This design comes from an exercise in tuning for small area, a short achievable clock period and few clock cycles on the open sky130 flow, not from production work. The RTL was checked by simulation tests, not by an equivalence proof against the original design.

==> flow/design.v <==
module kmeans_distance_unit (
    input  [7:0] x1, y1, z1,
    input  [7:0] x2, y2, z2,
    output [17:0] dist2
);
    wire [8:0] dx = (x1 > x2) ? (x1 - x2) : (x2 - x1);
    wire [8:0] dy = (y1 > y2) ? (y1 - y2) : (y2 - y1);
    wire [8:0] dz = (z1 > z2) ? (z1 - z2) : (z2 - z1);
    assign dist2 = dx*dx + dy*dy + dz*dz;
endmodule
module kmeans_point_memory #(
    parameter N = 32
)(
    input clk,
    input  [4:0] raddr,
    output [7:0] x, y, z,
    output [1:0] label,
    input        pwe,
    input  [4:0] paddr,
    input  [7:0] px, py, pz,
    input        we,
    input  [4:0] waddr,
    input  [1:0] wlabel,
    output [2*N-1:0] labels
);
    reg [7:0] x_mem [0:N-1];
    reg [7:0] y_mem [0:N-1];
    reg [7:0] z_mem [0:N-1];
    reg [1:0] label_mem [0:N-1];
    assign x = x_mem[raddr];
    assign y = y_mem[raddr];
    assign z = z_mem[raddr];
    assign label = label_mem[raddr];
    genvar g;
    generate
        for (g = 0; g < N; g = g + 1) begin : g_lab
            assign labels[2*g+1:2*g] = label_mem[g];
        end
    endgenerate
    always @(posedge clk) begin
        if (pwe) begin
            x_mem[paddr] <= px;
            y_mem[paddr] <= py;
            z_mem[paddr] <= pz;
        end
        if (we)
            label_mem[waddr] <= wlabel;
    end
endmodule
module kmeans_fsm #(
    parameter N = 32,
    parameter ITER = 10
)(
    input clk,
    input rst,
    input start,
    input ld,
    input [17:0] d0, d1, d2,
    input [7:0]  x, y, z,
    input [1:0]  mem_label,
    output [4:0] idx,
    output        we,
    output [4:0]  waddr,
    output reg [1:0] wlabel,
    output reg [15:0] sumx0, sumx1, sumx2,
    output reg [15:0] sumy0, sumy1, sumy2,
    output reg [15:0] sumz0, sumz1, sumz2,
    output reg [5:0]  cnt0,  cnt1,  cnt2,
    output init_centroids,
    output update_centroids,
    output busy,
    output reg done
);
    localparam IDLE   = 2'd3,
               ASSIGN = 2'd0,
               ACCUM  = 2'd1,
               UPDATE = 2'd2;
    reg [1:0] phase;
    reg [4:0] i;
    reg [3:0] iter;
    assign busy = (phase != IDLE);
    assign idx = i;
    assign we = (phase == ASSIGN);
    assign waddr = i;
    assign init_centroids = (phase == IDLE) && start;
    assign update_centroids = (phase == UPDATE);
    always @(*) begin
        if (d0 <= d1 && d0 <= d2) wlabel = 2'd0;
        else if (d1 <= d2)        wlabel = 2'd1;
        else                      wlabel = 2'd2;
    end
    always @(posedge clk or posedge rst) begin
        if (rst) begin
            phase <= IDLE;
            i <= 0;
            iter <= 0;
            done <= 0;
            sumx0 <= 0; sumx1 <= 0; sumx2 <= 0;
            sumy0 <= 0; sumy1 <= 0; sumy2 <= 0;
            sumz0 <= 0; sumz1 <= 0; sumz2 <= 0;
            cnt0  <= 0; cnt1  <= 0; cnt2  <= 0;
        end else begin
            case (phase)
            IDLE: begin
                if (start) begin
                    phase <= ASSIGN;
                    i <= 0;
                    iter <= 0;
                    done <= 0;
                end else if (ld)
                    done <= 0;
            end
            ASSIGN: begin
                if (i == N-1) begin
                    i <= 0;
                    phase <= ACCUM;
                end else
                    i <= i + 1;
            end
            ACCUM: begin
                case (mem_label)
                    2'd0: begin
                        sumx0 <= sumx0 + x;
                        sumy0 <= sumy0 + y;
                        sumz0 <= sumz0 + z;
                        cnt0  <= cnt0 + 1;
                    end
                    2'd1: begin
                        sumx1 <= sumx1 + x;
                        sumy1 <= sumy1 + y;
                        sumz1 <= sumz1 + z;
                        cnt1  <= cnt1 + 1;
                    end
                    2'd2: begin
                        sumx2 <= sumx2 + x;
                        sumy2 <= sumy2 + y;
                        sumz2 <= sumz2 + z;
                        cnt2  <= cnt2 + 1;
                    end
                    default: ;
                endcase
                if (i == N-1) begin
                    i <= 0;
                    phase <= UPDATE;
                end else
                    i <= i + 1;
            end
            UPDATE: begin
                sumx0 <= 0; sumx1 <= 0; sumx2 <= 0;
                sumy0 <= 0; sumy1 <= 0; sumy2 <= 0;
                sumz0 <= 0; sumz1 <= 0; sumz2 <= 0;
                cnt0  <= 0; cnt1  <= 0; cnt2  <= 0;
                if (iter == ITER-1) begin
                    done <= 1;
                    phase <= IDLE;
                end else begin
                    iter <= iter + 1;
                    phase <= ASSIGN;
                end
            end
            endcase
        end
    end
endmodule
module kmeans_top #(
    parameter N    = 32,
    parameter ITER = 10
)(
    input clk,
    input rst,
    input        ld_valid,
    input  [4:0] ld_addr,
    input  [7:0] ld_x,
    input  [7:0] ld_y,
    input  [7:0] ld_z,
    input  start,
    output busy,
    output done,
    output [2*N-1:0] labels,
    output [71:0]    centroids
);
    wire [4:0] idx;
    wire [7:0] x, y, z;
    wire [1:0] mem_label;
    wire        we;
    wire [4:0]  waddr;
    wire [1:0]  wlabel;
    reg [7:0] cx0, cy0, cz0;
    reg [7:0] cx1, cy1, cz1;
    reg [7:0] cx2, cy2, cz2;
    wire [17:0] d0, d1, d2;
    wire [15:0] sumx0, sumx1, sumx2;
    wire [15:0] sumy0, sumy1, sumy2;
    wire [15:0] sumz0, sumz1, sumz2;
    wire [5:0]  cnt0,  cnt1,  cnt2;
    wire init_centroids;
    wire update_centroids;
    wire ld = ld_valid && !busy;
    assign centroids = {cz2, cy2, cx2, cz1, cy1, cx1, cz0, cy0, cx0};
    kmeans_point_memory #(N) PM (
        .clk(clk),
        .raddr(idx),
        .x(x), .y(y), .z(z),
        .label(mem_label),
        .pwe(ld),
        .paddr(ld_addr),
        .px(ld_x), .py(ld_y), .pz(ld_z),
        .we(we),
        .waddr(waddr),
        .wlabel(wlabel),
        .labels(labels)
    );
    kmeans_distance_unit DU0(x,y,z, cx0,cy0,cz0, d0);
    kmeans_distance_unit DU1(x,y,z, cx1,cy1,cz1, d1);
    kmeans_distance_unit DU2(x,y,z, cx2,cy2,cz2, d2);
    kmeans_fsm #(N,ITER) FSM (
        clk, rst,
        start, ld,
        d0,d1,d2,
        x,y,z,
        mem_label,
        idx,
        we, waddr, wlabel,
        sumx0,sumx1,sumx2,
        sumy0,sumy1,sumy2,
        sumz0,sumz1,sumz2,
        cnt0,cnt1,cnt2,
        init_centroids,
        update_centroids,
        busy,
        done
    );
    always @(posedge clk or posedge rst) begin
        if (rst) begin
            cx0 <= 12; cy0 <= 50; cz0 <= 10;
            cx1 <= 50; cy1 <= 50; cz1 <= 51;
            cx2 <= 90; cy2 <= 21; cz2 <= 71;
        end else if (init_centroids) begin
            cx0 <= 12; cy0 <= 50; cz0 <= 10;
            cx1 <= 50; cy1 <= 50; cz1 <= 51;
            cx2 <= 90; cy2 <= 21; cz2 <= 71;
        end else if (update_centroids) begin
            if (cnt0 != 0) begin
                cx0 <= sumx0 / cnt0;
                cy0 <= sumy0 / cnt0;
                cz0 <= sumz0 / cnt0;
            end
            if (cnt1 != 0) begin
                cx1 <= sumx1 / cnt1;
                cy1 <= sumy1 / cnt1;
                cz1 <= sumz1 / cnt1;
            end
            if (cnt2 != 0) begin
                cx2 <= sumx2 / cnt2;
                cy2 <= sumy2 / cnt2;
                cz2 <= sumz2 / cnt2;
            end
        end
    end
endmodule
==> flow/run.sh <==
#!/bin/bash
# synth_recipe.tcl (not shown) runs the flow's synth.tcl, then flattens the netlist and writes it again
# the make line also repeats each setting of config.mk as NAME=value (left out here)
make -C /OpenROAD-flow-scripts/flow DESIGN_CONFIG=/design/flow/config.mk WORK_HOME=/design/flow/orfs CLKGATE_MAP_FILE= SYNTH_SCRIPT=/design/flow/synth_recipe.tcl finish
==> flow/config.mk <==
export PLATFORM = sky130hd
export DESIGN_NAME = kmeans_top
export DESIGN_NICKNAME = kmeans_top
export VERILOG_FILES = /design/flow/design.v
export SDC_FILE = /design/flow/constraint.sdc
export NUM_CORES = 4
export LEC_CHECK = 0
export CAP_MARGIN = 20
export CORE_MARGIN = 2
export CORE_UTILIZATION = 40
export SLEW_MARGIN = 20
==> flow/constraint.sdc <==
create_clock -name core_clock -period 32.0 [get_ports {clk}]
set_input_delay 6.4000 -clock core_clock [delete_from_list [all_inputs] [get_ports {clk}]]
set_output_delay 6.4000 -clock core_clock [all_outputs]
set_load 0.01 [all_outputs]
==> flow_summary.ini <==
[status]
status = no timing/DRC/antenna violations

[route]
ant_nets = 0
wl_per_cell_um = 21.3
via_per_inst = 5.77
wirelength_um = 336000
first_iter_violations = 6326
drc = 0
first_pass_iters = 6
num_vias = 91300

[global_route]
grt-busiest-layer = met2
grt_pass1_vias = 91200
antenna_found_initial = 13
grt_usage = 0.230
use_met2 = 0.387
overflow = 0
grt_pass1_wl_um = 521000
grt_max_degree = 129
grt_util_met3 = 0.0348
grt_use_met1 = 0.305

[clock_network]
cts-root-buf = clkbuf_16
cts.sinks = 1078
h-tree-depth = 3
path_clk_slew_ns = 0.06
cts_tree = done
holdBufCountCts = 0
cts_inserted_buffers = 120
clock_path_buffers = 3
clk_latency_ns = 0.86

[yosys]
ys_warn_count = 3
ys.flop_type = edfxtp_1
synth_edf_count = 832
async_flop_share = 0.228
yosys.cell_types.count = 132
ys_ff_latch = 1078
yosysSeqAreaShare = 0.278
synth_area_um2 = 112000
syn-num-nets = 13500
avgSynthCellArea_um2 = 9.58
synthCells = 11700

[sta]
skew_ns = 0.118
max_freq_mhz = 33.3
post-route-min-period_ns = 30.04
post-route-period-util = 0.939
final_max_slew_viol_count = 0
max_slew.worst_pin.slew_ns = 1.18
hold_viol = 0
slew_headroom = 0.205
tns_ns = 0
finalSetupViolations = 0

[place]
dp.cells = 15500
globalplace.congestion = 0.914
hpwl_um = 250000
port_buffers = 170
postPlaceCellArea_um2 = 120000

[setup_path]
critical_path.max_stage_delay_ns = 0.58
cp.arrival_ns = 30.69
worst_path_max_delay_cell = dfrtp_4
crit_top_cell = o21a_1
crit_type = flip-flop to flip-flop
critPathRequiredTime_ns = 32.65
start_kind = flip-flop
worstPathMaxFanout = 14
critPathCaptureType = flip-flop

[layout]
multiInputGateArea_um2 = 77000
final_cell_area_um2 = 126000
fillers = 26300
final_cell_mix = ha_1, inv_1, nor2_1
final_common_cell = ha_1
ff_latch_area_um2 = 31200
fin_nets = 13800
stdcell_count = 15800
layout-drive-gt1-share = 0.129
syn_to_final_growth_pct = 12.3

[die]
fp-row-count = 194
dieArea_um2 = 285000
initial_core_util = 0.402
fp.dieW_um = 533
die_height_um = 533
core_um2 = 279000
ios = 171

[min_path]
hold_class = flip-flop to flip-flop

[run]
cap_violations = 0
[critical path, delay by kind of cell, from the launching register on]
family	cells	cell delay, ns
AO/OA/AOI/OAI	70	13.11
adder cells (fa/ha/maj)	15	4.39
buffers and inverters	8	1.12
flip-flops	1	0.58
multiplexers	7	2.09
AND/OR/NAND/NOR	41	8.60
[synth_stat cells (72+ instances only)]
cell | number | share of area
ha_1 | 1262 | 0.14
inv_1 | 1114 | 0.037
nor2_1 | 1089 | 0.036
edfxtp_1 | 832 | 0.22
nand2_1 | 677 | 0.023
a21oi_1 | 595 | 0.027
fa_1 | 498 | 0.089
o21ai_0 | 472 | 0.021
nor3_1 | 435 | 0.019
o21a_1 | 382 | 0.026
xnor2_1 | 373 | 0.029
clkbuf_1 | 291 | 0.0097
nand3_1 | 265 | 0.012
dfrtp_1 | 216 | 0.048
a21o_1 | 212 | 0.014
mux4_2 | 208 | 0.042
mux2i_1 | 186 | 0.017
mux2_2 | 174 | 0.017
xor2_1 | 174 | 0.014
or2_2 | 151 | 0.0084
o31ai_1 | 144 | 0.0096
nand2b_1 | 121 | 0.0068
o211ai_1 | 114 | 0.0076
a211oi_1 | 107 | 0.0072
nand4_1 | 104 | 0.0058
or3_1 | 104 | 0.0058
nor2b_1 | 96 | 0.0054
o21bai_1 | 95 | 0.0064
a22o_1 | 80 | 0.0062
and3_1 | 73 | 0.0041
and2_1 | 72 | 0.0040
[layout make-up]
| class | instances | share of cell area |
|---|---|---|
| inverters | 1116 | 0.0333 |
| repair buffers | 508 | 0.0347 |
| well taps | 3724 | 0.0370 |
| diodes | 7 | 0.000139 |
| clock inverters | 89 | 0.0109 |
| flip-flops and latches | 1078 | 0.248 |
| clock buffers | 140 | 0.0246 |
| multi-input cells | 9142 | 0.611 |
[routing by layer]
| metal | vias to the layer above | wire length [um] | share of wire |
|---|---|---|---|
| li1 | 43200 | - | - |
| met1 | 45400 | 148000 | 0.44 |
| met2 | 2241 | 158000 | 0.47 |
| met3 | 429 | 19200 | 0.057 |
| met4 | 6 | 10900 | 0.032 |
| met5 | - | 39 | 0.00012 |
[through the flow]
stage          hold WS, ns   util  setup WS (ns)
2_1_floorplan        0.495      -           1.96
3_3_place_gp         0.513  0.428         0.0417
3_5_place_dp         0.511  0.428         -0.587
4_1_cts              0.534  0.445         0.0290
5_1_grt              0.581  0.451         -0.150
6_report             0.542  0.451           1.96
[final timing paths]
| path | start | end | slack (ns) | cells after the start |
|---|---|---|---|---|
| hold reg to reg | FSM.done | FSM.done | 0.54 | 2 |
| min in group asynchronous | rst | cz1[7] | 6.17 | 2 |
| setup reg to reg | FSM.cnt2[5] | cx2[0] | 1.96 | 141 |
| setup / recovery | FSM.cnt2[5] | cx2[0] | 1.96 | 141 |
| hold / removal | FSM.done | FSM.done | 0.54 | 2 |
| max in group asynchronous | rst | FSM.sumz0[10] | 23.81 | 4 |
[registers in the layout (all words and copies together) (netlist names), 16 cells and up]
register,cells
FSM.sumz1,16
FSM.sumz2,16
FSM.sumx1,16
FSM.sumz0,16
PM.y_mem,256
FSM.sumy0,16
PM.z_mem,256
PM.label_mem,64
FSM.sumy1,16
FSM.sumx2,16
PM.x_mem,256
FSM.sumy2,16
FSM.sumx0,16
[logic make-up (layout without fill, tap and decap cells)]
group,count (synthesis),count (layout),share of synthesized area
multiplexers,574,574,0.0766
adder cells (fa/ha/maj),1762,1762,0.230
XOR/XNOR,549,549,0.0431
flip-flops,1078,1078,0.278
AND/OR/NAND/NOR,3435,3435,0.149
other,0,7,0
AO/OA/AOI/OAI,2821,2822,0.173
buffers and inverters,1489,1853,0.0506
[timing repair]
item | in CTS | in global routing
pin swaps | 0 | 38
gates resized for setup | 18 | 285
buffers inserted | 0 | 77
setup endpoints to repair | 4 | 17
gates cloned | 0 | 1
Testbench counts, summed over its fixed seeds: cycles 87,424.

static timing again, ports no longer ideal:
How much do the figures lean on ideal ports? The routed layout below was timed once more, with nothing changed but the port constraints.
Step 1 sets driving cells, clkbuf_16 on the clock port and buf_2 on the other inputs (assumed; they add their load-dependent delay and slew).
Step 2 also shifts input and output timing later by t, the mid clock arrival at the registers, as if the neighbouring blocks saw the same clock.
Three values: no drivers, after step 1, after step 2; two values: the first two.
shift t [ns]: 0.891
setup slack, ns: 1.958 / 1.958 / 1.958
hold slack, ns: 0.542 / 0.542 / 0.542
After both steps setup and hold are still met in this run. The setup slack of this run moves by 0.000 ns with the drivers and by 0.000 ns with both steps.
